From an optimization exercise on the open Yosys and OpenROAD flow, aimed at small area and a short achievable clock period; shortcuts taken in it are not production practice. At most, simulation tests tie the RTL to the original design; equivalence was not proved. No activity file was given, so power comes from the tool's default toggle rates.

// chip_top
module chip_top
  ( input          clk_i
  , input          reset_i
  , input          v_i
  , input  [31:0]  a_i
  , input  [31:0]  b_i
  , output         v_o
  , output [63:0]  c_o
  );
export LEC_CHECK = 0
export CAP_MARGIN = 0
export CORE_MARGIN = 2
export CORE_UTILIZATION = 60
export SETUP_SLACK_MARGIN = 5.0
export SLEW_MARGIN = 0
create_clock -name core_clock -period 7.5 [get_ports {clk_i}]
standard.sh (not shown) runs the stock make flow with config.mk's settings and CLKGATE_MAP_FILE= SYNTH_SCRIPT=/design/flow/synth_recipe.tcl, a recipe that flattens the netlist after the stock synthesis.
==> flow/flow/run.sh <==
#!/bin/bash
# Layout flow: the standard ORFS flow, with a cleaner synthesis netlist.
#  2. the same synthesis again with one change: Yosys's pre-mapping 'abc -fast'
#     (in synth's fine step) is skipped (-noabc) except on the final adder,
#     so extract_fa maps the RTL's full adders without the inverters abc's
#     restructuring leaves between them.  Everything else (ORFS synth.tcl,
#     synth_recipe.tcl, -nofsm -noshare, flatten, renames, final abc
#     mapping) is unchanged.
#  3. flow/polfix.py removes inverters left between self-dual cells.
#  4. the netlist is used only if its registers (names and cell types) are
#     exactly the standard synthesis's; otherwise the standard one is used.
#  5. bash standard.sh finish for the rest of the layout.
# Each tool's output goes to a log file of its own in this folder.
set -u
R=orfs/results/${FLOW_PLATFORM}/chip_top/base
bash standard.sh synth > 1_synth_standard.log 2>&1 || exit 1
cp $R/1_2_yosys.v $R/1_2_yosys_standard.v

# step 2: same make command as standard.sh, own WORK_HOME and synthesis script
# own synthesis script: synth_recipe.tcl with its first line (the synth
# wrapper) replaced; flow/synth_wrap.tcl adds -noabc to synth's fine step
# and runs 'abc -fast' only on the final adder (the logic between the
# carry-save registers fx_r/fy_r and prod_n), which maps better that way.
{ cat flow/synth_wrap.tcl; tail -n +2 synth_recipe.tcl; } > synth_recipe_noabc.tcl
MK=$(grep -m1 '^make ' standard.sh | sed -e "s#SYNTH_SCRIPT=[^ ]*#SYNTH_SCRIPT=$PWD/synth_recipe_noabc.tcl#" -e "s#WORK_HOME=[^ ]*#WORK_HOME=$PWD/orfs_noabc#" -e 's#"${@:-finish}"#synth#')
echo "$MK" > 1_synth_noabc.cmd
ok=0
if bash -c "$MK" > 1_synth_noabc.log 2>&1; then
  N=orfs_noabc/results/${FLOW_PLATFORM}/chip_top/base/1_2_yosys.v
  if python3 flow/polfix.py $N $R/1_2_yosys_fixed.v > polfix.log 2>&1; then
    python3 - $R/1_2_yosys_standard.v $R/1_2_yosys_fixed.v > regcheck.log 2>&1 <<'PY' && ok=1
import re, sys
def regs(f):
    t = open(f).read()
    return sorted(re.findall(r'\n  (sky130_fd_sc_hd__(?:dfxtp|dfrtp|dfstp|dfbbp|dfrbp|dfxbp|edfxtp|sdf\w*|dl\w*)_\d+)\s+(\S+)', t))
a, b = regs(sys.argv[1]), regs(sys.argv[2])
print('registers: standard %d, new %d' % (len(a), len(b)))
sys.exit(0 if a == b and a else 1)
PY
  fi
fi
if [ $ok = 1 ]; then
  echo "using the -noabc netlist" >> regcheck.log
  cp $R/1_2_yosys_fixed.v $R/1_2_yosys.v
  rm -f $R/1_synth.odb $R/1_synth.sdc
else
  echo "using the standard netlist" >> regcheck.log
fi
bash standard.sh finish > 2_finish.log 2>&1
Other scripts of this flow, unchanged in this note and not shown: flow/flow/polfix.py, flow/flow/synth_wrap.tcl
The first run ran to the end with no violations.
Rerun with:
- CAP_MARGIN: 0 -> 20
- CORE_UTILIZATION: 60 -> 40
- CTS_CLUSTER_DIAMETER: unset -> 60
- CTS_CLUSTER_SIZE: unset -> 24
- SLEW_MARGIN: 0 -> 20
What happened: Global-route usage shrinks by 14 points. Sequential power stays flat. Clock power shrinks by about 6%. Final area grows by 1.4%. Clock-buffer cell count shrinks by 27. Area after synthesis does not change. Power shrinks by 4.6%. Worst hold slack is better by 0.0071 ns. Clock skew barely changes. Fmax shrinks by 4.6%. Die area grows by 49%.

chip_top, a different RTL version from the one above (not shown whole).
Size in the first run: ~4000 cells after synthesis, roughly 130 I/O pins, ~43000 µm² of cells after synthesis.
clock: 7.5 ns
lec_check: 0
cap_margin: 20
core_margin: 2
core_utilization: 40
slew_margin: 20
run.sh (not shown) runs the stock make flow with config.mk's settings and CLKGATE_MAP_FILE= SYNTH_SCRIPT=/design/flow/synth_recipe.tcl, a recipe that flattens the netlist after the stock synthesis.
Stock flow here: none of the scripts above is used.
==> next run, changes <==
--- a/flow/config.mk
+++ b/flow/config.mk
@@ -10,2 +10,3 @@
 export CORE_UTILIZATION = 40
+export SETUP_SLACK_MARGIN = 4.0
 export SLEW_MARGIN = 20
Final area grows by 6.2%.
Cell count grows by about 2.4%.
Power grows by 1.9%.
Die area stays the same.
Global-route usage grows by 2.4 points.
Clock skew grows by 0.0082 ns.
Clock power stays flat.
Hold slack stays flat.
Setup slack improved by 0.68 ns.
Count of clock-buffer cells in the layout stays the same.
Function was not checked in any run of this note: the RTL went through the layout flow alone.

chip_top, a different RTL version from the one above (not shown whole).
For scale: roughly 2,900 cells after synthesis, ~35,000 um2 of cells after synthesis.
clock: 7.5 ns
lec_check: 0
cap_margin: 20
core_margin: 2
core_utilization: 40
setup_slack_margin: 5.0
slew_margin: 20
standard.sh (not shown) runs the stock make flow with config.mk's settings and CLKGATE_MAP_FILE= SYNTH_SCRIPT=/design/flow/synth_recipe.tcl, a recipe that flattens the netlist after the stock synthesis.
==> flow/flow/run.sh <==
#!/bin/bash
# Layout flow: the standard ORFS flow, with a cleaner synthesis netlist.
#  2. the same synthesis again with one change: Yosys's pre-mapping 'abc -fast'
#     (in synth's fine step) is skipped (-noabc), so extract_fa maps the
#     RTL's full adders without the inverters abc's restructuring leaves
#     between them.  Everything else (ORFS synth.tcl, synth_recipe.tcl,
#     -nofsm -noshare, flatten, renames, final abc mapping) is unchanged.
#  3. flow/polfix.py removes inverters left between self-dual cells.
#  4. the netlist is used only if its registers (names and cell types) are
#     exactly the standard synthesis's; otherwise the standard one is used.
#  5. bash standard.sh finish for the rest of the layout.
# Each tool's output goes to a log file of its own in this folder.
set -u
R=orfs/results/${FLOW_PLATFORM}/chip_top/base
bash standard.sh synth > 1_synth_standard.log 2>&1 || exit 1
cp $R/1_2_yosys.v $R/1_2_yosys_standard.v

# step 2: same make command as standard.sh, own WORK_HOME and synthesis script
sed '1s/yosys synth -nofsm -noshare /yosys synth -nofsm -noshare -noabc /' synth_recipe.tcl > synth_recipe_noabc.tcl
MK=$(grep -m1 '^make ' standard.sh | sed -e "s#SYNTH_SCRIPT=[^ ]*#SYNTH_SCRIPT=$PWD/synth_recipe_noabc.tcl#" -e "s#WORK_HOME=[^ ]*#WORK_HOME=$PWD/orfs_noabc#" -e 's#"${@:-finish}"#synth#')
echo "$MK" > 1_synth_noabc.cmd
ok=0
if bash -c "$MK" > 1_synth_noabc.log 2>&1; then
  N=orfs_noabc/results/${FLOW_PLATFORM}/chip_top/base/1_2_yosys.v
  if python3 flow/polfix.py $N $R/1_2_yosys_fixed.v > polfix.log 2>&1; then
    python3 - $R/1_2_yosys_standard.v $R/1_2_yosys_fixed.v > regcheck.log 2>&1 <<'PY' && ok=1
import re, sys
def regs(f):
    t = open(f).read()
    return sorted(re.findall(r'\n  (sky130_fd_sc_hd__(?:dfxtp|dfrtp|dfstp|dfbbp|dfrbp|dfxbp|edfxtp|sdf\w*|dl\w*)_\d+)\s+(\S+)', t))
a, b = regs(sys.argv[1]), regs(sys.argv[2])
print('registers: standard %d, new %d' % (len(a), len(b)))
sys.exit(0 if a == b and a else 1)
PY
  fi
fi
if [ $ok = 1 ]; then
  echo "using the -noabc netlist" >> regcheck.log
  cp $R/1_2_yosys_fixed.v $R/1_2_yosys.v
  rm -f $R/1_synth.odb $R/1_synth.sdc
else
  echo "using the standard netlist" >> regcheck.log
fi
bash standard.sh finish > 2_finish.log 2>&1
Other scripts of this flow, unchanged in this note and not shown: flow/flow/polfix.py
Then changed:
Settings changed: SETUP_SLACK_MARGIN 5.0 to 4.8.
The changed run went through all stages and came out clean.
Sequential cell count does not change.
Worst setup slack improves by 0.043 ns.
Core utilization decreases by 1.3 points.
Fmax increases by 1.5%.
Global-route usage decreases by 0.15 points.
Combinational power decreases by about 4%.
Total power decreases by 2.5%.
Cell area decreases by 2.6%.
Function was not checked in any run of this note: the RTL went through the layout flow alone.

RTL: one of the versions met above, not the one the previous note started from.
Size: about 3200 cells after synthesis, about 35000 µm² of cells after synthesis.
Design chip_top, start of the top module:
module chip_top
  ( input          clk_i
  , input          reset_i
  , input          v_i
  , input  [31:0]  a_i
  , input  [31:0]  b_i
  , output         v_o
  , output [63:0]  c_o
  );
  reg [31:0] an_r;
  reg onen0;
  reg twon0;
  reg neg0;
  reg onen1;
  reg twon1;
  reg neg1;
  reg onen2;
  reg twon2;
  reg neg2;
  reg onen3;
  reg twon3;
  reg neg3;
  reg onen4;
  reg twon4;
  reg neg4;
  reg onen5;
  reg twon5;
  reg neg5;
  reg onen6;
  reg twon6;
  reg neg6;
  reg onen7;
  reg twon7;
  reg neg7;
  reg onen8;
  reg twon8;
  reg neg8;
  reg onen9;
  reg twon9;
  reg neg9;
  reg onen10;
  reg twon10;
  reg neg10;
  reg onen11;
  reg twon11;
  reg neg11;
  reg onen12;
  reg twon12;
  reg neg12;
  reg onen13;
  reg twon13;
  reg neg13;
  reg onen14;
  reg twon14;
  reg neg14;
  reg onen15;
  reg twon15;
  reg neg15;
  reg b31n;
  reg [3:0] v_r;
  reg [63:0] c_r;
  reg [63:0] fx_r, fy_r;
  wire x1;
  wire x2;
  wire x3;
  wire x4;
  wire x5;
  wire x6;
  wire x7;
  wire x8;
  wire x9;
  wire x10;
  wire x11;
  wire x12;
  wire x13;
  wire x14;
  wire x15;
  wire x16;
  wire x17;
  wire x18;
  wire x19;
  wire x20;
  wire x21;
  wire x22;
  wire x23;
  wire x24;
  wire x25;
  wire x26;
  wire x27;
  wire x28;
  wire x29;
  wire x30;
  wire x31;
  wire x32;
  wire x33;
  wire sn34;
  wire x35;
  wire x36;
  wire x37;
  wire x38;
  wire x39;
  wire x40;
  wire x41;
  wire x42;
  wire x43;
  wire x44;
  wire x45;
  wire x46;
  wire x47;
  wire x48;
  wire x49;
  wire x50;
  wire x51;
  wire x52;
  wire x53;
  wire x54;
  wire x55;
  wire x56;
  wire x57;
  wire x58;
  wire x59;
  wire x60;
  wire x61;
  wire x62;
  wire x63;
  wire x64;
  wire x65;
  wire x66;
  wire x67;
  wire sn68;
  wire x69;
  wire x70;
  wire x71;
  wire x72;
  wire x73;
  wire x74;
  wire x75;
  wire x76;
  wire x77;
  wire x78;
  wire x79;
  wire x80;
  ...
==> flow/config.mk <==
export PLATFORM = sky130hd
export DESIGN_NAME = chip_top
export DESIGN_NICKNAME = chip_top
export VERILOG_FILES = /design/flow/design.v
export SDC_FILE = /design/flow/constraint.sdc
export NUM_CORES = 4
export LEC_CHECK = 0
export CAP_MARGIN = 20
export CORE_MARGIN = 2
export CORE_UTILIZATION = 70
export PLACE_DENSITY = 0.78
export SETUP_SLACK_MARGIN = 5.0
export SLEW_MARGIN = 20
==> flow/constraint.sdc <==
create_clock -name core_clock -period 7.5 [get_ports {clk_i}]
set_input_delay 1.5000 -clock core_clock [delete_from_list [all_inputs] [get_ports {clk_i}]]
set_output_delay 1.5000 -clock core_clock [all_outputs]
set_load 0.01 [all_outputs]
==> flow/flow/run.sh <==
#!/bin/bash
# Layout flow: the standard ORFS flow, with a cleaner synthesis netlist.
#  2. the same synthesis again with one change: Yosys's pre-mapping 'abc -fast'
#     (in synth's fine step) is skipped (-noabc) except on the final adder,
#     so extract_fa maps the RTL's full adders without the inverters abc's
#     restructuring leaves between them.  Everything else (ORFS synth.tcl,
#     synth_recipe.tcl, -nofsm -noshare, flatten, renames, final abc
#     mapping) is unchanged.
#  3. flow/polfix.py removes inverters left between self-dual cells.
#  4. the netlist is used only if its registers (names and cell types) are
#     exactly the standard synthesis's; otherwise the standard one is used.
#  5. bash standard.sh finish for the rest of the layout.
# Each tool's output goes to a log file of its own in this folder.
set -u
R=orfs/results/${FLOW_PLATFORM}/chip_top/base
bash standard.sh synth > 1_synth_standard.log 2>&1 || exit 1
cp $R/1_2_yosys.v $R/1_2_yosys_standard.v

# step 2: same make command as standard.sh, own WORK_HOME and synthesis script
# own synthesis script: synth_recipe.tcl with its first line (the synth
# wrapper) replaced; flow/synth_wrap.tcl adds -noabc to synth's fine step
# and runs 'abc -fast' only on the final adder (the logic between the
# carry-save registers fx_r/fy_r and prod_n), which maps better that way.
{ cat flow/synth_wrap.tcl; tail -n +2 synth_recipe.tcl; } > synth_recipe_noabc.tcl
MK=$(grep -m1 '^make ' standard.sh | sed -e "s#SYNTH_SCRIPT=[^ ]*#SYNTH_SCRIPT=$PWD/synth_recipe_noabc.tcl#" -e "s#WORK_HOME=[^ ]*#WORK_HOME=$PWD/orfs_noabc#" -e 's#"${@:-finish}"#synth#')
echo "$MK" > 1_synth_noabc.cmd
ok=0
if bash -c "$MK" > 1_synth_noabc.log 2>&1; then
  N=orfs_noabc/results/${FLOW_PLATFORM}/chip_top/base/1_2_yosys.v
  if python3 flow/polfix.py $N $R/1_2_yosys_fixed.v > polfix.log 2>&1; then
    python3 - $R/1_2_yosys_standard.v $R/1_2_yosys_fixed.v > regcheck.log 2>&1 <<'PY' && ok=1
import re, sys
def regs(f):
    t = open(f).read()
    return sorted(re.findall(r'\n  (sky130_fd_sc_hd__(?:dfxtp|dfrtp|dfstp|dfbbp|dfrbp|dfxbp|edfxtp|sdf\w*|dl\w*)_\d+)\s+(\S+)', t))
a, b = regs(sys.argv[1]), regs(sys.argv[2])
print('registers: standard %d, new %d' % (len(a), len(b)))
sys.exit(0 if a == b and a else 1)
PY
  fi
fi
if [ $ok = 1 ]; then
  echo "using the -noabc netlist" >> regcheck.log
  cp $R/1_2_yosys_fixed.v $R/1_2_yosys.v
  rm -f $R/1_synth.odb $R/1_synth.sdc
else
  echo "using the standard netlist" >> regcheck.log
fi
bash standard.sh finish > 2_finish.log 2>&1
Other scripts of this flow, unchanged in this note and not shown: flow/flow/polfix.py, flow/flow/synth_wrap.tcl
Change:
--- a/flow/config.mk
+++ b/flow/config.mk
@@ -9,5 +9,5 @@
 export CORE_MARGIN = 2
-export CORE_UTILIZATION = 70
-export PLACE_DENSITY = 0.78
+export CORE_UTILIZATION = 60
 export SETUP_SLACK_MARGIN = 5.0
 export SLEW_MARGIN = 20
+export TNS_END_PERCENT = 10
Utilization goes down by 11 points; setup slack loses 0.012 ns; final cell count goes up by 2.7%; synthesized cell count is unchanged; die area goes up by 16%; global-route usage goes down by 5.1 points; via count goes down by 3.6%; sequential share of layout area goes down by 0.17 points; total power goes down by 0.34%; wire length goes up by 1.5%; synthesized area stays the same.
Change:
--- a/flow/config.mk
+++ b/flow/config.mk
@@ -9,5 +9,4 @@
 export CORE_MARGIN = 2
-export CORE_UTILIZATION = 60
+export CORE_UTILIZATION = 40
 export SETUP_SLACK_MARGIN = 5.0
 export SLEW_MARGIN = 20
-export TNS_END_PERCENT = 10
Outcome: Power falls by 1.5%; non-clock buffer count rises by 15; fmax falls by 1.4%; wire length falls by 1.0%; via count falls by about 3.3%; critical path depth rises by 2; clock-buffer cell count rises by 6; worst hold slack degrades by 0.0036 ns.
Change:
--- a/flow/config.mk
+++ b/flow/config.mk
@@ -9,3 +9,3 @@
 export CORE_MARGIN = 2
-export CORE_UTILIZATION = 40
+export CORE_UTILIZATION = 60
 export SETUP_SLACK_MARGIN = 5.0
After rerunning: Sequential share of layout area grows by 0.57 points; clock-buffer cell count shrinks by 6; setup slack improved by 0.098 ns; total power grows by a few percent; global-route usage grows by 14 points; worst hold slack improved by 0.0031 ns; flip-flop and latch count is unchanged; first-iteration DRC count grows by roughly a tenth; critical path depth shrinks by 9.
Change:
--- a/flow/config.mk
+++ b/flow/config.mk
@@ -10,2 +10,3 @@
 export CORE_UTILIZATION = 60
+export CTS_BUF_LIST = sky130_fd_sc_hd__clkbuf_8
 export SETUP_SLACK_MARGIN = 5.0
Result: Wire length came out lower by 0.62%; non-clock buffer count came out lower by 8; register-to-register slack gets worse by 0.04 ns.

-- afterwards: timing with drivers on the ports --
In the flow no input, the clock included, has a driving cell. The finished layouts below were timed again as built, in two steps. Step 1 (the two cells are an assumption about what drives the block):
set clk [get_ports {clk_i}]
set_driving_cell -lib_cell sky130_fd_sc_hd__clkbuf_16 $clk
set_driving_cell -lib_cell sky130_fd_sc_hd__buf_2 [delete_from_list [all_inputs] $clk]
Step 2, shift: input delay + t, output delay - t, t = (earliest + latest rising clock arrival at the registers) / 2. This alone moves slack from input paths to output paths. Three values: no drivers, after step 1, after step 2; two values: the first two.
run | shift t [ns] | setup WS [ns] | worst setup path at the end | cell pins on the clock port's net
the first run of note 1 | 0.686 | 4.947 / 4.882 / 4.882 | input to register | 1
the second run of note 1 | 0.717 | 4.823 / 4.801 / 4.823 | register to register | 1
the first run of note 2 | 0.715 | 3.290 / 3.290 / 3.290 | register to register | 1
the second run of note 2 | 0.718 | 3.973 / 3.973 / 3.973 | register to register | 1
the first run of note 3 | 0.672 | 4.577 / 4.577 / 4.577 | register to register | 1
the second run of note 3 | 0.702 | 4.620 / 4.620 / 4.620 | register to register | 1
the first run of note 4 | 0.705 | 4.898 / 4.840 / 4.898 | register to register | 1
the second run of note 4 | 0.682 | 4.885 / 4.885 / 4.869 | input to register | 1
the third run of note 4 | 0.667 | 4.849 / 4.849 / 4.849 | register to register | 1
the fourth run of note 4 | 0.686 | 4.947 / 4.882 / 4.882 | input to register | 1
the fifth run of note 4 | 0.783 | 4.831 / 4.768 / 4.890 | input to register | 1
After both steps every run listed still meets setup and hold.
